What follows belongs to an exercise in optimizing a design on an open flow for small area, a short achievable clock period and few clock cycles per item; a production flow would make more cautious choices.
The RTL of this run was laid out without a check of its function.

==> run.sh <==
#!/bin/bash
# synth_recipe.tcl (not shown) runs the flow's synth.tcl, then flattens the netlist and writes it again
# the make line also repeats each setting of config.mk as NAME=value (left out here)
make -C /OpenROAD-flow-scripts/flow DESIGN_CONFIG=/design/flow/config.mk WORK_HOME=/design/flow/orfs CLKGATE_MAP_FILE= SYNTH_SCRIPT=/design/flow/synth_recipe.tcl finish
==> constraint.sdc <==
create_clock -name core_clock -period 6.0 [get_ports {clk}]
set_input_delay 1.2000 -clock core_clock [delete_from_list [all_inputs] [get_ports {clk}]]
set_output_delay 1.2000 -clock core_clock [all_outputs]
set_load 0.01 [all_outputs]
==> design.v <==
module controller(u, v);
  input [7:0] u;
  wire [7:0] u;
  output [15:0] v;
  wire [15:0] v;
  wire n0;
  wire n1;
  wire n10;
  wire n100;
  wire n101;
  wire n102;
  wire n103;
  wire n104;
  wire n105;
  wire n106;
  wire n107;
  wire n108;
  wire n109;
  wire n11;
  wire n110;
  wire n111;
  wire n112;
  wire n113;
  wire n114;
  wire n115;
  wire n116;
  wire n117;
  wire n118;
  wire n119;
  wire n12;
  wire n120;
  wire n121;
  wire n122;
  wire n123;
  wire n124;
  wire n125;
  wire n126;
  wire n127;
  wire n128;
  wire n129;
  wire n13;
  wire n130;
  wire n131;
  wire n132;
  wire n133;
  wire n134;
  wire n135;
  wire n136;
  wire n137;
  wire n138;
  wire n139;
  wire n14;
  wire n140;
  wire n141;
  wire n142;
  wire n143;
  wire n144;
  wire n145;
  wire n146;
  wire n147;
  wire n148;
  wire n149;
  wire n15;
  wire n150;
  wire n151;
  wire n152;
  wire n153;
  wire n154;
  wire n155;
  wire n156;
  wire n157;
  wire n158;
  wire n159;
  wire n16;
  wire n160;
  wire n161;
  wire n162;
  wire n163;
  wire n164;
  wire n165;
  wire n166;
  wire n167;
  wire n168;
  wire n169;
  wire n17;
  wire n170;
  wire n171;
  wire n172;
  wire n173;
  wire n174;
  wire n175;
  wire n176;
  wire n177;
  wire n178;
  wire n179;
  wire n18;
  wire n180;
  wire n181;
  wire n182;
  wire n183;
  wire n184;
  wire n185;
  wire n186;
  wire n187;
  wire n188;
  wire n189;
  wire n19;
  wire n190;
  wire n191;
  wire n192;
  wire n193;
  wire n194;
  wire n195;
  wire n196;
  wire n197;
  wire n198;
  wire n199;
  wire n2;
  wire n20;
  wire n200;
  wire n201;
  wire n202;
  wire n203;
  wire n204;
  wire n205;
  wire n206;
  wire n207;
  wire n208;
  wire n209;
  wire n21;
  wire n210;
  wire n211;
  wire n212;
  wire n213;
  wire n214;
  wire n215;
  wire n216;
  wire n217;
  wire n218;
  wire n219;
  wire n22;
  wire n220;
  wire n221;
  wire n222;
  wire n223;
  wire n224;
  wire n225;
  wire n226;
  wire n227;
  wire n228;
  wire n229;
  wire n23;
  wire n230;
  wire n231;
  wire n232;
  wire n233;
  wire n234;
  wire n235;
  wire n236;
  wire n237;
  wire n238;
  wire n239;
  wire n24;
  wire n240;
  wire n241;
  wire n242;
  wire n243;
  wire n244;
  wire n245;
  wire n246;
  wire n247;
  wire n248;
  wire n249;
  wire n25;
  wire n250;
  wire n251;
  wire n252;
  wire n253;
  wire n254;
  wire n255;
  wire n256;
  wire n257;
  wire n258;
  wire n259;
  wire n26;
  wire n260;
  wire n261;
  wire n262;
  wire n263;
  wire n264;
  wire n265;
  wire n266;
  wire n267;
  wire n268;
  wire n269;
  wire n27;
  wire n270;
  wire n271;
  wire n272;
  wire n273;
  wire n274;
  wire n275;
  wire n276;
  wire n277;
  wire n278;
  wire n279;
  wire n28;
  wire n280;
  wire n281;
  wire n282;
  wire n283;
  wire n284;
  wire n285;
  wire n286;
  wire n287;
  wire n288;
  wire n289;
  wire n29;
  wire n290;
  wire n291;
  wire n292;
  wire n293;
  wire n294;
  wire n295;
  wire n296;
  wire n297;
  wire n298;
  wire n299;
  wire n3;
  wire n30;
  wire n300;
  wire n301;
  wire n302;
  wire n303;
  wire n304;
  wire n305;
  wire n306;
  wire n307;
  wire n308;
  wire n309;
  wire n31;
  wire n310;
  wire n311;
  wire n312;
  wire n313;
  wire n314;
  wire n315;
  wire n316;
  wire n317;
  wire n318;
  wire n319;
  wire n32;
  wire n320;
  wire n321;
  wire n322;
  wire n323;
  wire n324;
  wire n325;
  wire n326;
  wire n327;
  wire n328;
  wire n329;
  wire n33;
  wire n330;
  wire n331;
  wire n332;
  wire n333;
  wire n334;
  wire n335;
  wire n336;
  wire n337;
  wire n338;
  wire n339;
  wire n34;
  wire n340;
  wire n341;
  wire n342;
  wire n343;
  wire n344;
  wire n345;
  wire n346;
  wire n347;
  wire n348;
  wire n349;
  wire n35;
  wire n350;
  wire n351;
  wire n352;
  wire n353;
  wire n354;
  wire n355;
  wire n356;
  wire n357;
  wire n358;
  wire n359;
  wire n36;
  wire n360;
  wire n361;
  wire n362;
  wire n363;
  wire n364;
  wire n365;
  wire n366;
  wire n367;
  wire n368;
  wire n369;
  wire n37;
  wire n370;
  wire n371;
  wire n372;
  wire n373;
  wire n374;
  wire n375;
  wire n376;
  wire n377;
  wire n378;
  wire n379;
  wire n38;
  wire n380;
  wire n381;
  wire n382;
  wire n383;
  wire n384;
  wire n385;
  wire n386;
  wire n387;
  wire n388;
  wire n389;
  wire n39;
  wire n390;
  wire n391;
  wire n392;
  wire n393;
  wire n394;
  wire n395;
  wire n396;
  wire n397;
  wire n398;
  wire n399;
  wire n4;
  wire n40;
  wire n400;
  wire n401;
  wire n402;
  wire n403;
  wire n404;
  wire n405;
  wire n406;
  wire n407;
  wire n408;
  wire n409;
  wire n41;
  wire n410;
  wire n411;
  wire n412;
  wire n413;
  wire n414;
  wire n415;
  wire n416;
  wire n417;
  wire n418;
  wire n419;
  wire n42;
  wire n420;
  wire n421;
  wire n422;
  wire n423;
  wire n424;
  wire n425;
  wire n426;
  wire n427;
  wire n428;
  wire n429;
  wire n43;
  wire n430;
  wire n431;
  wire n432;
  wire n433;
  wire n434;
  wire n435;
  wire n436;
  wire n437;
  wire n438;
  wire n439;
  wire n44;
  wire n440;
  wire n441;
  wire n442;
  wire n443;
  wire n444;
  wire n445;
  wire n446;
  wire n447;
  wire n448;
  wire n449;
  wire n45;
  wire n450;
  wire n451;
  wire n452;
  wire n453;
  wire n454;
  wire n455;
  wire n456;
  wire n457;
  wire n458;
  wire n459;
  wire n46;
  wire n460;
  wire n461;
  wire n462;
  wire n463;
  wire n464;
  wire n465;
  wire n466;
  wire n467;
  wire n468;
  wire n469;
  wire n47;
  wire n470;
  wire n471;
  wire n472;
  wire n473;
  wire n474;
  wire n475;
  wire n476;
  wire n477;
  wire n478;
  wire n479;
  wire n48;
  wire n480;
  wire n481;
  wire n482;
  wire n483;
  wire n484;
  wire n485;
  wire n486;
  wire n487;
  wire n488;
  wire n489;
  wire n49;
  wire n490;
  wire n491;
  wire n492;
  wire n493;
  wire n494;
  wire n495;
  wire n496;
  wire n497;
  wire n498;
  wire n499;
  wire n5;
  wire n50;
  wire n500;
  wire n501;
  wire n502;
  wire n503;
  wire n504;
  wire n505;
  wire n506;
  wire n507;
  wire n508;
  wire n509;
  wire n51;
  wire n510;
  wire n511;
  wire n512;
  wire n513;
  wire n514;
  wire n515;
  wire n516;
  wire n517;
  wire n518;
  wire n519;
  wire n52;
  wire n520;
  wire n521;
  wire n522;
  wire n523;
  wire n524;
  wire n525;
  wire n526;
  wire n527;
  wire n528;
  wire n529;
  wire n53;
  wire n530;
  wire n531;
  wire n532;
  wire n533;
  wire n534;
  wire n535;
  wire n536;
  wire n537;
  wire n538;
  wire n539;
  wire n54;
  wire n540;
  wire n541;
  wire n542;
  wire n543;
  wire n544;
  wire n545;
  wire n546;
  wire n547;
  wire n548;
  wire n549;
  wire n55;
  wire n550;
  wire n551;
  wire n552;
  wire n553;
  wire n554;
  wire n56;
  wire n57;
  wire n58;
  wire n59;
  wire n6;
  wire n60;
  wire n61;
  wire n62;
  wire n63;
  wire n64;
  wire n65;
  wire n66;
  wire n67;
  wire n68;
  wire n69;
  wire n7;
  wire n70;
  wire n71;
  wire n72;
  wire n73;
  wire n74;
  wire n75;
  wire n76;
  wire n77;
  wire n78;
  wire n79;
  wire n8;
  wire n80;
  wire n81;
  wire n82;
  wire n83;
  wire n84;
  wire n85;
  wire n86;
  wire n87;
  wire n88;
  wire n89;
  wire n9;
  wire n90;
  wire n91;
  wire n92;
  wire n93;
  wire n94;
  wire n95;
  wire n96;
  wire n97;
  wire n98;
  wire n99;
  assign n96 = ~((n97 & n104) | n387);
  assign n95 = ~((n215 | n494) & n96);
  assign n94 = ~((n349 & n466) | n529);
  assign n93 = n234 | n461;
  assign n92 = ~((n93 | n199) & (n94 | n512));
  assign n91 = ~(n93 | n391);
  assign n90 = ~((n91 & n435) | n92);
  assign n89 = ~((n438 | n439) & n455);
  assign n88 = n517 ? u[6] : n479;
  assign n87 = n460 & ~(n199);
  assign n86 = ~(n87 & n88);
  assign n85 = n199 | n511;
  assign n84 = n85 | ~(n262);
  assign n83 = ~((n84 | n386) & n86);
  assign n82 = ~((n199 & n289) | n221);
  assign n81 = ~((n82 | n364) & n347);
  assign n80 = ~(n81 | n83);
  assign n79 = n365 & ~(n331);
  assign n78 = ~((n81 | n83) & n79);
  assign n77 = n78 | n391;
  assign n76 = ~((n77 | n89) & (n80 | n336));
  assign n75 = n76 | n90;
  assign v[7] = n75 | n95;
  assign n74 = n500 ? n386 : n253;
  assign n73 = n512 | n517;
  assign n72 = n73 | n268;
  assign n71 = n72 | n74;
  assign n70 = u[6] ? u[4] : n505;
  assign n69 = ~((n70 & n517) | (u[3] & u[6]));
  assign n68 = ~((n88 | n267) & n350);
  assign n67 = n517 ? u[6] : n490;
  assign n66 = ~((n67 & n521) | n68);
  assign n65 = ~((n69 | n165) & n66);
  assign n64 = n65 | ~(n254);
  assign n63 = n430 & ~(n138);
  assign n62 = ~((n340 | n457) & (n413 | n488));
  assign n61 = n530 & ~(n62);
  assign n60 = ~((n63 | n226) & n61);
  assign n59 = u[3] ? n288 : n369;
  assign n58 = n59 & n326;
  assign n57 = n58 | n60;
  assign n56 = ~((n485 & n289) | n498);
  assign n55 = n419 & ~(n101);
  assign n54 = n467 | ~(n457);
  assign n53 = ~((n54 | n383) & (n55 | n264));
  assign n52 = n53 | n56;
  assign n51 = ~((n519 & u[2]) | n52);
  assign n50 = ~((n71 | u[0]) & n51);
  assign n49 = ~((n57 & n64) | n50);
  assign v[0] = ~((n71 | v[8]) & n49);
  assign n48 = n490 | n375;
  assign n47 = ~(n48 & n517);
  assign n46 = n192 ? n375 : n47;
  assign n45 = n464 & n494;
  assign n44 = ~((n45 | n515) & n376);
  assign n43 = n268 | n506;
  assign n42 = n43 | n44;
  assign n41 = ~((n42 & n46) | n530);
  assign n40 = n42 | n46;
  assign n39 = n457 | n488;
  assign n38 = n447 & ~(n39);
  assign n37 = ~((n340 | n479) & (n454 | n507));
  assign n36 = n37 | n38;
  assign n35 = ~((n419 & n507) | n165);
  assign n34 = n35 | n36;
  assign n33 = n250 & ~(n34);
  assign n32 = ~((n33 & n518) | (n40 & n41));
  assign n31 = u[7] & ~(n404);
  assign n30 = u[3] ? n288 : n331;
  assign n29 = ~((n186 & n241) | n30);
  assign n28 = ~(n265 | n355);
  assign n27 = n529 ? n464 : n28;
  assign n26 = ~n466;
  assign n25 = ~n397;
  assign n24 = ~((n25 | n399) & n433);
  assign n23 = ~((n249 & n26) | n24);
  assign n22 = ~((n27 | n29) & n23);
  assign n21 = ~((n31 & n467) | n22);
  assign n20 = ~((n175 | u[1]) & n21);
  assign v[10] = n20 | n32;
  assign n19 = n232 | n461;
  assign n18 = ~n467;
  assign n17 = ~((n18 & u[0]) | n268);
  assign n16 = n384 | n529;
  assign n15 = ~((n500 & u[6]) | n275);
  assign n14 = ~(n424 & n461);
  assign n13 = n15 & ~(n14);
  assign n12 = n310 | u[5];
  assign n11 = ~((n12 & n13) | n195);
  assign n10 = ~((n16 | n17) & n11);
  assign n9 = n10 | ~(n255);
  assign n8 = n494 | u[1];
  assign n7 = ~(n8 | n486);
  assign n6 = n7 | ~(n271);
  assign n5 = ~((n6 & u[2]) | n9);
  assign v[11] = ~((n19 | v[13]) & n5);
  assign n4 = ~((n164 & n248) | n467);
  assign n3 = n461 ? n460 : n228;
  assign n2 = ~((n48 | n405) & u[0]);
  assign n1 = ~((n3 & n490) | n2);
  assign n0 = n229 & n397;
  assign n554 = n243 & ~(n0);
  assign n553 = u[6] & ~(u[1]);
  assign n552 = ~((n553 & n384) | n362);
  assign n551 = ~((n552 | n554) & n1);
  assign n550 = ~((n398 | n523) & n431);
  assign n549 = ~((n469 & n523) | n550);
  assign n548 = ~(n265 & u[6]);
  assign n547 = n417 ? n428 : n25;
  assign n546 = ~((n547 & n402) | (n548 & u[4]));
  assign n545 = n546 | ~(n406);
  assign n544 = n545 | n300;
  assign n543 = n544 | n259;
  assign n542 = ~((n543 | n549) & (n551 | n4));
  assign n541 = ~(n489 & n460);
  assign n540 = ~((n541 & n229) | n517);
  assign n539 = n490 & ~(n385);
  assign n538 = ~((n489 | n409) & n539);
  assign n537 = n490 & ~(n512);
  assign n536 = ~((n537 | n38) & (n538 | n540));
  assign n535 = n265 & ~(n490);
  assign n534 = ~((n535 & n228) | (n7 & n438));
  assign n533 = u[1] ? n529 : n494;
  assign n532 = ~((n533 | n278) & n534);
  assign n531 = n536 & ~(n532);
  assign v[4] = ~(n531 & n542);
  assign n530 = ~u[0];
  assign n529 = ~u[6];
  assign n528 = ~(u[4] & u[5]);
  assign n527 = u[1] | ~(u[4]);
  assign n526 = ~((n527 | u[7]) & n528);
  assign n525 = u[5] & ~(u[1]);
  assign n524 = u[2] | ~(u[3]);
  assign n523 = ~(u[3] | u[1]);
  assign n522 = u[5] | ~(u[4]);
  assign n521 = ~((n522 | n523) & (n524 | n525));
  assign n520 = ~(n521 & n526);
  assign n519 = n529 & ~(n520);
  assign n518 = n530 & ~(n519);
  assign n517 = ~u[1];
  assign n516 = ~(u[5] & u[6]);
  assign n515 = u[4] | u[3];
  assign n514 = n515 | n516;
  assign n513 = n517 & ~(n514);
  assign n512 = u[3] & u[2];
  assign n511 = ~(u[3] | u[2]);
  assign n510 = n511 | n512;
  assign n509 = ~u[5];
  assign n508 = ~(u[4] | u[1]);
  assign n507 = ~n508;
  assign n506 = u[5] & ~(u[6]);
  assign n505 = ~(u[4] | u[7]);
  assign n504 = n505 | n506;
  assign n503 = ~((n507 & n509) | n504);
  assign n502 = ~(n503 & n510);
  assign n501 = n513 | ~(n502);
  assign n500 = u[4] | u[5];
  assign n499 = u[7] & ~(n500);
  assign n498 = ~n499;
  assign n497 = ~((n498 & n528) | u[3]);
  assign n496 = n497 & ~(n501);
  assign n495 = n518 & ~(n496);
  assign n494 = u[7] | u[5];
  assign n493 = n494 | u[0];
  assign n492 = u[6] | ~(u[2]);
  assign n491 = n492 | n493;
  assign n490 = ~(u[7] | u[6]);
  assign n489 = u[0] | ~(u[2]);
  assign n488 = u[3] | ~(u[4]);
  assign n487 = u[3] & ~(u[4]);
  assign n486 = n488 & ~(n487);
  assign n485 = ~(u[0] & u[1]);
  assign n484 = n485 | u[2];
  assign n483 = ~((n484 | n486) & n489);
  assign n482 = n483 & ~(n490);
  assign n481 = n482 | n501;
  assign n480 = n491 & ~(n481);
  assign n479 = u[2] | ~(u[6]);
  assign n478 = u[3] | ~(u[5]);
  assign n477 = ~((n478 & n527) | n479);
  assign n476 = n478 | n527;
  assign n475 = ~((n476 & n477) | n530);
  assign n474 = u[2] & ~(u[5]);
  assign n473 = u[3] & ~(u[7]);
  assign n472 = ~(u[1] | u[6]);
  assign n471 = ~((n472 | n473) & n474);
  assign n470 = ~(u[7] | u[5]);
  assign n469 = n470 | n506;
  assign n468 = ~u[4];
  assign n467 = u[3] | ~(u[1]);
  assign n466 = n467 | n468;
  assign n465 = ~((n466 | n469) & n471);
  assign n464 = u[5] | ~(u[2]);
  assign n463 = n464 | ~(n490);
  assign n462 = ~(n463 | n465);
  assign n461 = ~u[2];
  assign n460 = ~(u[4] | u[3]);
  assign n459 = ~(n460 & n461);
  assign n458 = ~n459;
  assign n457 = u[5] | ~(u[6]);
  assign n456 = ~n457;
  assign n455 = ~((n456 & n458) | (n462 & n475));
  assign n454 = u[6] | ~(u[5]);
  assign n453 = u[0] & u[1];
  assign n452 = ~((n457 | n453) & n454);
  assign n451 = ~(u[4] & u[3]);
  assign n450 = n452 & ~(n451);
  assign n449 = ~(u[0] | u[1]);
  assign n448 = n450 & ~(n449);
  assign n447 = u[0] | u[1];
  assign n446 = u[7] | u[6];
  assign n445 = u[0] | u[2];
  assign n444 = ~((n445 & n446) | n515);
  assign n443 = ~(n444 & n447);
  assign n442 = ~(u[7] & u[1]);
  assign n441 = ~((n442 | n468) & (n454 | n507));
  assign n440 = n441 | ~(n443);
  assign n439 = ~(n440 | n448);
  assign n438 = ~(u[2] | u[6]);
  assign n437 = ~n438;
  assign n436 = n437 & ~(n439);
  assign n435 = n455 & ~(n436);
  assign n434 = ~((n480 | n495) & n435);
  assign n433 = ~(u[7] & u[5]);
  assign n432 = ~((n484 & n468) | n433);
  assign n431 = ~(u[3] & u[1]);
  assign n430 = n464 | u[6];
  assign n429 = n430 | ~(n460);
  assign n428 = ~(u[7] & u[3]);
  assign n427 = u[4] & ~(n428);
  assign n426 = n433 & ~(n427);
  assign n425 = ~((n426 & n429) | n431);
  assign n424 = ~(u[4] & u[7]);
  assign n423 = n424 | u[3];
  assign n422 = u[3] | ~(u[6]);
  assign n421 = ~(n422 | n464);
  assign n420 = u[4] | ~(u[3]);
  assign n419 = n420 | u[6];
  assign n418 = n419 & ~(n421);
  assign n417 = ~(u[5] | u[2]);
  assign n416 = ~((n417 | n421) & n449);
  assign n415 = ~((n418 & n423) | n416);
  assign n414 = n415 | n425;
  assign n413 = u[5] | u[2];
  assign n412 = n413 | n468;
  assign n411 = n490 & ~(n412);
  assign n410 = u[1] & ~(n490);
  assign n409 = ~(u[4] | u[5]);
  assign n408 = n409 & ~(n472);
  assign n407 = n408 & ~(n410);
  assign n406 = ~((n407 & n512) | (n411 & n467));
  assign n405 = ~(u[4] & u[2]);
  assign n404 = u[4] | u[2];
  assign n403 = n404 & n405;
  assign n402 = ~(u[3] & u[6]);
  assign n401 = n530 & ~(n402);
  assign n400 = u[2] | ~(u[5]);
  assign n399 = n400 | n420;
  assign n398 = u[7] & u[5];
  assign n397 = u[1] & u[6];
  assign n396 = n397 | n398;
  assign n395 = n467 | u[2];
  assign n394 = ~((n395 | n457) & (n396 | n399));
  assign n393 = ~((n401 & n403) | n394);
  assign n392 = ~(n393 & n406);
  assign n391 = n392 | n414;
  assign n390 = n391 | n432;
  assign v[8] = n390 | n434;
  assign n389 = ~(n505 & n529);
  assign n388 = ~((n389 | n400) & n424);
  assign n387 = n388 & ~(n509);
  assign n386 = ~u[7];
  assign n385 = u[5] & u[2];
  assign n384 = n413 & ~(n385);
  assign n383 = n384 | n386;
  assign n382 = n383 & ~(n387);
  assign n381 = n382 | n530;
  assign n380 = u[6] & ~(u[0]);
  assign n379 = ~((n511 | u[5]) & n380);
  assign n378 = ~((n510 & u[5]) | n379);
  assign n377 = ~(n490 & n512);
  assign n376 = n377 | n468;
  assign n375 = ~u[3];
  assign n374 = n375 & ~(n424);
  assign n373 = u[1] & ~(n374);
  assign n372 = ~(n373 & n376);
  assign n371 = n372 | n378;
  assign n370 = n398 | n438;
  assign n369 = u[5] & ~(n446);
  assign n368 = n493 & ~(n369);
  assign n367 = ~((n370 | n384) & n368);
  assign n366 = ~((n367 & n460) | n371);
  assign n365 = n375 & ~(n464);
  assign n364 = ~(u[4] & u[6]);
  assign n363 = n499 | ~(n364);
  assign n362 = ~n524;
  assign n361 = ~((n456 & n362) | n427);
  assign n360 = ~(n361 & n491);
  assign n359 = ~((n363 & n365) | n360);
  assign n358 = ~((n359 & n517) | (n366 & n381));
  assign n357 = n512 ? n505 : n398;
  assign n356 = ~(n512 | n516);
  assign n355 = u[2] & u[1];
  assign n354 = n355 | n468;
  assign n353 = n356 & ~(n354);
  assign n352 = n353 | n411;
  assign n351 = ~((n357 & n517) | n352);
  assign n350 = ~((n397 & n487) | n530);
  assign n349 = n528 | n375;
  assign n348 = ~(n349 | n492);
  assign n347 = n350 & ~(n348);
  assign n346 = ~(n404 & n467);
  assign n345 = n460 & ~(n446);
  assign n344 = n345 | n500;
  assign n343 = ~((n346 & n400) | n344);
  assign n342 = n347 & ~(n343);
  assign n341 = u[4] & u[1];
  assign n340 = ~n341;
  assign n339 = ~((n340 | n430) & (n424 | n474));
  assign n338 = n500 & ~(n386);
  assign n337 = n338 & ~(n395);
  assign n336 = n530 & ~(n337);
  assign n335 = n336 & ~(n339);
  assign n334 = n384 | n419;
  assign n333 = n334 | n355;
  assign n332 = ~((n333 & n335) | (n342 & n351));
  assign v[6] = n332 | n358;
  assign n331 = u[4] & ~(u[1]);
  assign n330 = n459 & ~(n331);
  assign n329 = u[1] & ~(u[0]);
  assign n328 = ~((n329 & n420) | (n508 & n461));
  assign n327 = ~((n328 | n457) & (n330 | n433));
  assign n326 = u[2] | ~(u[1]);
  assign n325 = n494 | u[3];
  assign n324 = ~((n326 & n471) | n325);
  assign n323 = n324 | n327;
  assign n322 = u[4] | ~(u[7]);
  assign n321 = n460 & ~(n430);
  assign n320 = n513 & ~(u[2]);
  assign n319 = n320 | n321;
  assign n318 = ~(n319 & n530);
  assign n317 = ~n523;
  assign n316 = n431 | u[5];
  assign n315 = ~(n316 & n317);
  assign n314 = ~((n315 & u[0]) | n490);
  assign n313 = ~((n314 & n318) | (n322 & n399));
  assign n312 = u[7] & ~(n413);
  assign n311 = n459 & ~(n312);
  assign n310 = n389 & ~(n472);
  assign n309 = u[2] & ~(u[3]);
  assign n308 = n309 | n486;
  assign n307 = ~((n308 | n310) & (n311 | n517));
  assign n306 = ~((n427 & u[2]) | n307);
  assign n305 = u[6] | ~(u[1]);
  assign n304 = n450 & ~(n305);
  assign n303 = ~n309;
  assign n302 = n397 | n528;
  assign n301 = ~((n302 | n303) & n530);
  assign n300 = n301 | n304;
  assign n299 = n306 & ~(n300);
  assign n298 = n524 | n527;
  assign n297 = ~(n490 & n525);
  assign n296 = n420 & ~(n457);
  assign n295 = n297 & ~(n296);
  assign n294 = n468 & ~(n295);
  assign n293 = n294 | n465;
  assign n292 = n475 & ~(n293);
  assign n291 = ~((n292 & n298) | n299);
  assign n290 = n291 | n313;
  assign v[1] = n290 | n323;
  assign n289 = ~n512;
  assign n288 = ~n528;
  assign n287 = n500 ^ n529;
  assign n286 = n468 & ~(n287);
  assign n285 = ~((n286 | n288) & n447);
  assign n284 = u[4] & u[0];
  assign n283 = n284 | ~(n464);
  assign n282 = u[0] | u[6];
  assign n281 = n431 | ~(n282);
  assign n280 = n283 & ~(n281);
  assign n279 = n280 | n449;
  assign n278 = ~(n447 & n512);
  assign n277 = ~((n278 | n454) & (n356 | n468));
  assign n276 = n277 | n279;
  assign n275 = n528 & ~(n447);
  assign n274 = u[0] & ~(u[3]);
  assign n273 = ~n274;
  assign n272 = u[4] & ~(n457);
  assign n271 = ~((n272 & n273) | (n275 & n469));
  assign n270 = n271 & ~(u[7]);
  assign n269 = ~((n270 & n276) | (n285 & n289));
  assign n268 = u[5] & ~(n488);
  assign n267 = ~n268;
  assign n266 = ~((n380 | n466) & n267);
  assign n265 = ~(u[2] | u[1]);
  assign n264 = ~n265;
  assign n263 = ~((n479 & n492) | n340);
  assign n262 = n500 | u[1];
  assign n261 = n262 & ~(n263);
  assign n260 = n261 | n473;
  assign n259 = ~((n260 & n264) | n528);
  assign n258 = n259 | n266;
  assign n257 = n413 & ~(n438);
  assign n256 = ~((n258 | n269) & n257);
  assign n255 = n426 & ~(n319);
  assign n254 = n255 | n264;
  assign n253 = u[6] ? u[5] : u[7];
  assign n252 = ~((n253 | n524) & (n409 | n386));
  assign n251 = n254 & ~(n252);
  assign v[12] = ~(n251 & n256);
  assign n250 = ~n407;
  assign n249 = n369 | n374;
  assign n248 = ~(n249 | n272);
  assign n247 = n417 & ~(n428);
  assign n246 = n248 & ~(n247);
  assign n245 = n246 | u[1];
  assign n244 = ~n369;
  assign n243 = n433 & ~(n524);
  assign n242 = ~((n243 | u[2]) & (n244 | u[3]));
  assign n241 = ~n478;
  assign n240 = ~((n508 | n386) & n389);
  assign n239 = n240 | n241;
  assign n238 = ~((n239 & n242) | n421);
  assign n237 = ~((n238 & n245) | (n250 & n530));
  assign n236 = ~(n505 & n512);
  assign n235 = ~((n447 & u[5]) | n236);
  assign n234 = n530 & ~(n262);
  assign n233 = n235 & ~(n234);
  assign n232 = n298 & ~(n233);
  assign n231 = n268 & ~(n265);
  assign n230 = n232 & ~(n231);
  assign n229 = u[4] | ~(u[5]);
  assign n228 = ~n229;
  assign n227 = ~((n511 | u[6]) & n228);
  assign n226 = ~(n523 & n386);
  assign n225 = ~((n226 | n430) & (n227 | n278));
  assign n224 = ~((n340 & u[0]) | (n507 & n509));
  assign n223 = n224 & ~(n479);
  assign n222 = ~(n223 | n225);
  assign n221 = u[3] & ~(n464);
  assign n220 = ~((n221 | n312) & u[4]);
  assign n219 = n279 & ~(n220);
  assign n218 = n222 & ~(n219);
  assign n217 = ~((n230 | u[6]) & n218);
  assign n216 = n217 | n237;
  assign n215 = n480 | n495;
  assign n214 = ~n329;
  assign n213 = ~n428;
  assign n212 = n213 & ~(n384);
  assign n211 = n212 | n321;
  assign n210 = n211 | n394;
  assign n209 = n514 & ~(n210);
  assign n208 = ~((n209 & n215) | n214);
  assign v[5] = n208 | n216;
  assign n207 = ~(n260 & n297);
  assign n206 = ~((n207 | n259) & u[0]);
  assign n205 = n509 & ~(n527);
  assign n204 = ~((n456 & n505) | n398);
  assign n203 = n205 | ~(n204);
  assign n202 = n530 & ~(n243);
  assign n201 = ~((n202 & n203) | n345);
  assign n200 = ~((n201 & n206) | (n406 & n523));
  assign n199 = u[5] & u[1];
  assign n198 = n505 | ~(n199);
  assign n197 = ~(n198 & n316);
  assign n196 = n280 | n524;
  assign n195 = ~((n469 & n485) | n196);
  assign n194 = ~((n195 | n438) & n197);
  assign n193 = u[0] & ~(n398);
  assign n192 = ~((n340 | n457) & n193);
  assign n191 = ~((n470 & n460) | n192);
  assign n190 = ~n384;
  assign n189 = ~((n363 & n190) | n388);
  assign n188 = ~((n189 | n317) & (n191 | n423));
  assign n187 = n188 | ~(n194);
  assign n186 = ~(u[4] | u[0]);
  assign n185 = u[7] ? u[1] : u[4];
  assign n184 = ~(n185 | n186);
  assign n183 = ~((n184 | n363) & (n205 | u[2]));
  assign n182 = n419 | u[7];
  assign n181 = ~((n182 & n191) | (n183 & n318));
  assign n180 = n181 | n187;
  assign v[2] = n180 | n200;
  assign n179 = n280 | u[7];
  assign n178 = n179 | n277;
  assign n177 = n254 & ~(n178);
  assign n176 = ~(n275 | n376);
  assign v[13] = ~(n176 | n177);
  assign n175 = ~(n221 & n286);
  assign n174 = ~((n466 | n446) & n175);
  assign n173 = n362 & ~(n389);
  assign n172 = ~((n213 & n509) | n173);
  assign n171 = ~(n172 & n329);
  assign n170 = ~(n171 | n174);
  assign n169 = ~((n341 & u[3]) | n186);
  assign n168 = ~n169;
  assign n167 = n365 | u[6];
  assign n166 = ~((n167 | n212) & (n168 | n415));
  assign n165 = ~n385;
  assign n164 = n165 & ~(n312);
  assign n163 = n166 & ~(n164);
  assign n162 = n170 & ~(n163);
  assign n161 = ~n186;
  assign n160 = n341 & ~(u[0]);
  assign n159 = n227 & ~(n160);
  assign n158 = ~((n172 | n161) & n159);
  assign n157 = n158 | ~(n166);
  assign n156 = ~((n245 | n530) & n157);
  assign n155 = u[2] ? u[5] : u[4];
  assign n154 = n155 & ~(n226);
  assign n153 = ~(n428 & n438);
  assign n152 = n284 & ~(n199);
  assign n151 = ~((n152 & n153) | n154);
  assign n150 = n472 | n490;
  assign n149 = u[2] & ~(n150);
  assign n148 = n405 & ~(n274);
  assign n147 = n265 | n433;
  assign n146 = ~((n147 | n148) & (n149 | n151));
  assign n145 = u[0] & ~(u[2]);
  assign n144 = ~((n145 & n457) | n213);
  assign n143 = n145 | n457;
  assign n142 = ~((n143 & n144) | n262);
  assign n141 = n142 | n519;
  assign n140 = n141 | n146;
  assign n139 = n455 & ~(n140);
  assign v[3] = ~((n156 | n162) & n139);
  assign n138 = u[2] & ~(n229);
  assign n137 = ~((n138 & u[1]) | (n417 & u[4]));
  assign n136 = n473 & ~(n137);
  assign n135 = n475 & ~(n136);
  assign n134 = ~((n397 & n487) | n345);
  assign n133 = ~((n134 | u[5]) & (n437 | n528));
  assign n132 = n135 & ~(n133);
  assign n131 = n132 & ~(n174);
  assign n130 = ~((n341 & n384) | (n346 & n400));
  assign n129 = n380 & ~(n365);
  assign n128 = n129 & n130;
  assign n127 = n128 | n131;
  assign n126 = ~n431;
  assign n125 = ~((n176 | n177) & (n228 | n126));
  assign n124 = ~(n128 | n131);
  assign n123 = ~((n282 | n412) & (n403 | n469));
  assign n122 = ~((n229 & n309) | n123);
  assign n121 = ~((n470 & u[6]) | u[1]);
  assign n120 = ~((n510 | u[0]) & n121);
  assign n119 = u[2] & ~(n447);
  assign n118 = u[0] & ~(u[5]);
  assign n117 = n355 & ~(n118);
  assign n116 = u[4] ? u[7] : u[3];
  assign n115 = ~((n116 | n117) & (n119 | u[7]));
  assign n114 = n115 | ~(n412);
  assign n113 = ~((n114 | n142) & (n120 | n122));
  assign n112 = ~((n124 & n282) | n113);
  assign v[9] = ~((n125 | n127) & n112);
  assign n111 = u[5] & ~(n320);
  assign n110 = n111 ? n376 : n176;
  assign v[14] = n110 | u[7];
  assign v[15] = n348 | n446;
  assign n109 = n411 & ~(n375);
  assign n108 = n109 | n517;
  assign n107 = ~(n145 & n287);
  assign n106 = ~((n138 & n380) | (n499 & n362));
  assign n105 = ~(n106 & n107);
  assign n104 = n105 | n108;
  assign n103 = ~((n303 | n322) & n517);
  assign n102 = ~((n284 & n365) | n103);
  assign n101 = ~(n488 | n494);
  assign n100 = ~((n101 | n296) & n461);
  assign n99 = ~(n182 & n399);
  assign n98 = n100 & ~(n99);
  assign n97 = ~((n98 | n105) & n102);
endmodule
module cordic_engine
#(
    parameter IO_BW=32
)
(
    clk,
    rst_n,
    phase,
    mode,
    pop,
    valid_in,
    valid_out,
    result
);
input   clk;
input   rst_n;
input   valid_in;
input   [IO_BW-1:0] phase;
input   [2:0] mode;
output  [IO_BW-1:0] result;
output reg valid_out;
output reg pop;
wire [9:0] p = phase[9:0];
wire dbl = (mode == 3'd2) | (mode == 3'd3) | (mode == 3'd4);    
wire zer = (mode > 3'd4);
function gt;
    input [9:0] a;
    input [9:0] k;
    integer i;
    begin
        gt = 1'b0;
        for (i = 0; i < 10; i = i + 1)
            gt = k[i] ? (a[i] & gt) : (a[i] | gt);
    end
endfunction
wire g1 = gt(p, 10'd90),  g2 = gt(p, 10'd180), g3 = gt(p, 10'd270), g4 = gt(p, 10'd360);
wire g5 = gt(p, 10'd450), g6 = gt(p, 10'd540), g7 = gt(p, 10'd630);
wire [2:0] r = {g4, (g2 & ~g4) | g6, (g1 & ~g2) | (g3 & ~g4) | (g5 & ~g6) | g7};
wire [7:0] pp = zer ? 8'd0 : dbl ? {p[6:0], 1'b0} : p[7:0];
reg       v1;
reg [7:0] pp1;
reg [2:0] r1;
reg       c0, c1, c2, c3, c4;    
always @(posedge clk) begin
    if (!rst_n) begin
        v1  <= 1'b0;
        pop <= 1'b1;
    end else begin
        v1  <= valid_in;
        pop <= 1'b0;
    end
    pp1 <= pp;
    r1  <= r;
    c0  <= (mode == 3'd0);
    c1  <= (mode == 3'd1);
    c2  <= (mode == 3'd2);
    c3  <= (mode == 3'd3);
    c4  <= (mode == 3'd4);
end
wire [9:0] lut;
assign lut[0] = (c0 & ((r1[1]))) |
    (c1 & ((~r1[1]))) |
    ((c2 | c3) & ((~r1[0]))) |
    (c4 & ((r1[0])));
assign lut[1] = 1'b0;
assign lut[2] = c1 |
    (c2 | c3);
assign lut[3] = (c0 & ((~r1[2] & r1[1]) | (r1[2] & ~r1[1]))) |
    (c1 & ((~r1[2] & r1[1]) | (r1[2] & ~r1[1]))) |
    ((c2 | c3) & ((~r1[1] & r1[0]) | (r1[1] & ~r1[0]))) |
    (c4 & ((~r1[1] & r1[0]) | (r1[1] & ~r1[0])));
assign lut[4] = (c0 & ((r1[2]))) |
    (c1 & ((~r1[1]))) |
    ((c2 | c3) & ((~r1[2] & ~r1[0]) | (r1[2] & r1[0]))) |
    (c4 & ((~r1[2] & r1[1]) | (r1[2] & ~r1[1])));
assign lut[5] = (c0 & ((~r1[2] & r1[1]))) |
    (c1 & ((~r1[2] & ~r1[1]) | (r1[2] & r1[1]))) |
    ((c2 | c3) & ((~r1[2] & ~r1[1] & ~r1[0]) | (~r1[2] & r1[1] & r1[0]) | (r1[2] & ~r1[1] & r1[0]) | (r1[2] & r1[1] & ~r1[0]))) |
    (c4 & ((~r1[1] & r1[0]) | (r1[2] & ~r1[1]) | (r1[2] & r1[0])));
assign lut[6] = (c0 & ((r1[1]))) |
    (c1 & ((r1[1]))) |
    ((c2 | c3) & ((~r1[2] & r1[0]) | (~r1[1] & r1[0]) | (r1[2] & r1[1] & ~r1[0]))) |
    (c4 & ((~r1[2] & r1[0]) | (r1[2] & r1[1] & ~r1[0])));
assign lut[7] = (c0 & ((r1[2]))) |
    (c1 & ((~r1[2] & ~r1[1]) | (r1[2] & r1[1]))) |
    ((c2 | c3) & ((~r1[1] & ~r1[0]) | (~r1[2] & r1[1] & r1[0]) | (r1[2] & ~r1[0]))) |
    (c4 & ((r1[1])));
assign lut[8] = (c0 & ((r1[1]))) |
    (c1 & ((~r1[1]))) |
    ((c2 | c3) & ((~r1[0]))) |
    (c4 & ((r1[0])));
assign lut[9] = (c0 & ((r1[2]))) |
    (c1 & ((~r1[2] & r1[1]) | (r1[2] & ~r1[1]))) |
    (c2 & ((~r1[1] & ~r1[0]) | (r1[1] & r1[0]))) |
    (c3 & ((~r1[1] & r1[0]) | (r1[1] & ~r1[0]))) |
    (c4 & ((r1[1])));
wire [7:0] u = (pp1 ^ {8{lut[8]}}) + lut[7:0];
reg       v2, inv2, sh2, m23_2, isx2;
reg [7:0] u2;
always @(posedge clk) begin
    if (!rst_n) v2 <= 1'b0;
    else        v2 <= v1;
    u2    <= u;
    inv2  <= lut[9] & ~(c4 & (r1 == 3'd3) & (pp1 == 8'd208));
    sh2   <= c2 | c3 | c4;
    m23_2 <= c2 | c3;
    isx2  <= c1 | c2 | c3;
end
wire [15:0] t;
controller controller (.u(u2), .v(t));
wire sp = isx2 & (u2 == 8'd90);
reg        v3, inv3, sh3, m23_3;
reg [15:0] t3;
always @(posedge clk) begin
    if (!rst_n) v3 <= 1'b0;
    else        v3 <= v2;
    t3    <= {t[15:3], sp ? 3'b100 : t[2:0]};
    inv3  <= inv2;
    sh3   <= sh2;
    m23_3 <= m23_2;
end
reg  [14:0] r_lo;
reg         r15, rs, rsv;
always @(posedge clk) begin
    if (!rst_n) valid_out <= 1'b0;
    else        valid_out <= v3;
    r_lo <= (sh3 ? t3[15:1] : t3[14:0]) ^ {15{inv3}};
    r15  <= sh3 ? (m23_3 ^ inv3) : (t3[15] ^ inv3);
    rs   <= ~m23_3 & inv3;
    rsv  <= ~m23_3 & inv3 & v3;    
end
assign result = {{8{rs}}, {8{rsv}}, r15, r_lo};
endmodule
==> config.mk <==
export PLATFORM = sky130hd
export DESIGN_NAME = cordic_engine
export DESIGN_NICKNAME = cordic_engine
export VERILOG_FILES = /design/flow/design.v
export SDC_FILE = /design/flow/constraint.sdc
export NUM_CORES = 4
export LEC_CHECK = 0
export ABC_AREA = 1
export CAP_MARGIN = 20
export CORE_MARGIN = 2
export CORE_UTILIZATION = 40
export PLACE_DENSITY = 0.6
export SETUP_SLACK_MARGIN = 3.8
export SLEW_MARGIN = 20
==> run summary <==
[routing by layer]
layer / track usage / wire (um) / vias up
met5: 0 / 0 / -
met4: 0.165 / 1710 / 0
met3: 0.139 / 4030 / 159
met2: 0.465 / 10900 / 598
met1: 0.430 / 10500 / 3208
li1: - / - / 3154
[cell usage after synthesis, types with 14 or more instances]
master   count  share of area
buf_4       27          0.035
dfxtp_1     70           0.24
nand3_1     56          0.048
nor3_1      15          0.013
buf_2       14          0.012
xor2_1      24          0.036
ha_1        37          0.079
a21oi_1     63          0.054
nor2_1      87          0.056
nand2_1    208           0.13
o21ai_0     94          0.081
nand4_1     15          0.016
inv_1      109          0.070
[power groups by stage]
stage	Sequential, W	Clock, W	Combinational, W
after floorplan	0.000730	0	0.00166
after global placement	0.000703	0	0.00283
after detailed placement	0.000705	0	0.00271
after CTS	0.000713	0.000593	0.00296
after global routing	0.000751	0.000619	0.00352
final	0.000735	0.000584	0.00341
[worst paths after layout]
kind / from / endpoint / slack (ns) / cells after the start
max: u2[5] / t3[3] / 3.74 / 9
min: inv2 / inv3 / 0.32 / 0
max reg2reg: u2[5] / t3[3] / 3.74 / 9
min reg2reg: inv2 / inv3 / 0.32 / 0
[logic make-up after synthesis]
kind of cell             count (synthesis)  synth area share
AND/OR/NAND/NOR                        401             0.293
AO/OA/AOI/OAI                          213             0.208
buffers and inverters                  165             0.128
flip-flops                              70             0.240
adder cells (fa/ha/maj)                 38            0.0827
XOR/XNOR                                29            0.0448
multiplexers                             2           0.00343
[state kept, by name, indices dropped and copies added (netlist names), 3 cells and up]
register	flops
r1	3
u2	8
r_lo	15
pp1	8
t3	16
[final cells by class]
cell class	count	area [um2]	share of cell area
clock inverter	7	105	0.0140
antenna	1	2.50	0.000333
timing repair buffer	92	1010	0.135
tap	184	230	0.0306
clock buffer	9	225	0.0300
sequential	70	1440	0.191
inverter	114	450	0.0599
multi-input combinational	683	4060	0.540
[per-stage QoR]
| step | hold WS (ns) | setup WS (ns) |
|---|---|---|
| floorplan | 0.310 | 3.88 |
| global placement | 0.311 | 3.07 |
| detailed placement | 0.312 | 3.16 |
| CTS | 0.322 | 3.80 |
| global route | 0.328 | 3.68 |
| finish | 0.321 | 3.74 |
[timing repair]
action / 4_1_cts / 5_1_grt
pin swaps: 5 / 19
cloned: 2 / 3
endpoints found under the setup margin: 62 / 39
resized for setup: 122 / 105
setup buffers: 5 / 19
==> flow_metrics.env <==
export IMPL_vias=7119
export IMPL_cp_arrival_ns=2.47
export IMPL_path_class="reg -> reg"
export IMPL_fin_cells=1160
export IMPL_critPathCaptureType="flip-flop"
export IMPL_clk_pin_slew_worst_paths_ns=0.06
export IMPL_routed_wl_um=27000
export IMPL_die_area_mm2=0.0156
export IMPL_status="timing/DRC/antenna clean"
export IMPL_cts_tree="done"
export IMPL_numCtsBuffers=9
export IMPL_num_rows=44
export IMPL_fillers=1451
export IMPL_synthArstFlopShare=0
export IMPL_vdd_drop_max_mv=0.363
export IMPL_p_per_area_mw_per_mm2=629
export IMPL_initial_core_util=0.406
export IMPL_grt_pass1_vias=6310
export IMPL_grt_pass1_wl_um=38800
export IMPL_cts_buffer_depth=2
export IMPL_hold_viol_final=0
export IMPL_cts_num_sinks=70
export IMPL_firstDrtPassIters=7
export IMPL_synth_area_mm2=0.00584
export IMPL_initialDrtViolationCount=1039
export IMPL_period_share=0.376
export IMPL_dpl_cell_area_mm2=0.00634
export IMPL_htreeDepth=3
export IMPL_slowest_stage="dfxtp_2"
export IMPL_hp_class="reg -> reg"
export IMPL_avgSynthCellArea_um2=6.36
export IMPL_timing_fmax_ghz=0.443
export IMPL_p_leak_nw=3.60
export IMPL_gp_congestion=1.07
export IMPL_vias_per_cell=6.14
export IMPL_netlist_instances=918
export IMPL_finalCriticalPeriod_ns=2.26
export IMPL_finish_utilization=0.523
export IMPL_ys_warn_count=1
export IMPL_setup_violations=0
export IMPL_layout_drive_gt1_share=0.183
export IMPL_crit_fanout=13
export IMPL_grt_max_degree=34
export IMPL_wl_per_cell_um=23.3
export IMPL_rsz0062_at_grt="true"
export IMPL_path_cells="buf_12 > inv_8 > nand2_2 > inv_1 > o21ai_0 > o21bai_1 > nand4_1 > nor2_1 > nand2_1"
export IMPL_drt_drc_violations_left=0
export IMPL_p_int_w=0.00211
export IMPL_synth_main_ff_cell="dfxtp_1"
export IMPL_start_kind="flip-flop"
export IMPL_coreArea_mm2=0.0144
export IMPL_cts_hold_buf=0
export IMPL_power_w=0.00473
export IMPL_cap_violations=0
export IMPL_slowest_delay_ns=0.36
export IMPL_syn_num_nets=994
export IMPL_area_growth_pct=28.8
export IMPL_clk_latency_ns=0.33
export IMPL_swShare=0.554
export IMPL_p_sw_w=0.00262
export IMPL_seq_power_share=0.155
export IMPL_grtUsageTotal=0.330
export IMPL_ys_seq_area_frac=0.240
export IMPL_ys_seq_elements=70
export IMPL_max_slew_margin=0.453
export IMPL_ioPinCount=72
export IMPL_antenna_found_initial=0
export IMPL_die_w_um=125
export IMPL_dpl_hpwl_um=18800
export IMPL_drv_slew=0
export IMPL_pwr_share_clk=0.124
export IMPL_tightest_slew_ns=0.819
export IMPL_ant_nets=0
export IMPL_cts_root_buf="clkbuf_16"
export IMPL_design_area_mm2=0.00752
export IMPL_final_cell_mix="194 x nand2_1, 95 x inv_1, 84 x o21ai_0"
export IMPL_grt_ovfl_total=0
export IMPL_tns_ns=0
export IMPL_port_buffers=49
export IMPL_cp_data_required_time_ns=6.21
export IMPL_ys_types=52
export IMPL_skew_ns=0.00657
export IMPL_path_buf_inv=3
export IMPL_final_common_cell="nand2_1"
export IMPL_place_inst=1114
export IMPL_nets=1046
export IMPL_die_h_um=125
export IMPL_critical_path_top_delay_family="buffers and inverters"
export IMPL_combPwrFrac=0.721
export IMPL_synth_edf_count=0

port drivers added, routing unchanged:
No port has a modelled driver above. Below, the same layout with a new extraction and two added sets of constraints.
Step 1 (the two cells are an assumption about what drives the block):
set clk [get_ports {clk}]
set_driving_cell -lib_cell sky130_fd_sc_hd__clkbuf_16 $clk
set_driving_cell -lib_cell sky130_fd_sc_hd__buf_2 [delete_from_list [all_inputs] $clk]
Step 2 also shifts input and output timing later by t, the mid clock arrival at the registers, as if the neighbouring blocks saw the same clock.
a / b / c = ideal / step 1 / step 2; a / b = the first two.
t (ns): 0.369
slack for setup (ns): 3.745 / 3.745 / 3.492
clock arrival spread, ns: 0.008 / 0.008
worst data-port slew with drivers (ns): 0.03
After both steps setup and hold are still met in this run. For this run, drivers alone change the setup slack by 0.000 ns; drivers and shift together by -0.253 ns.
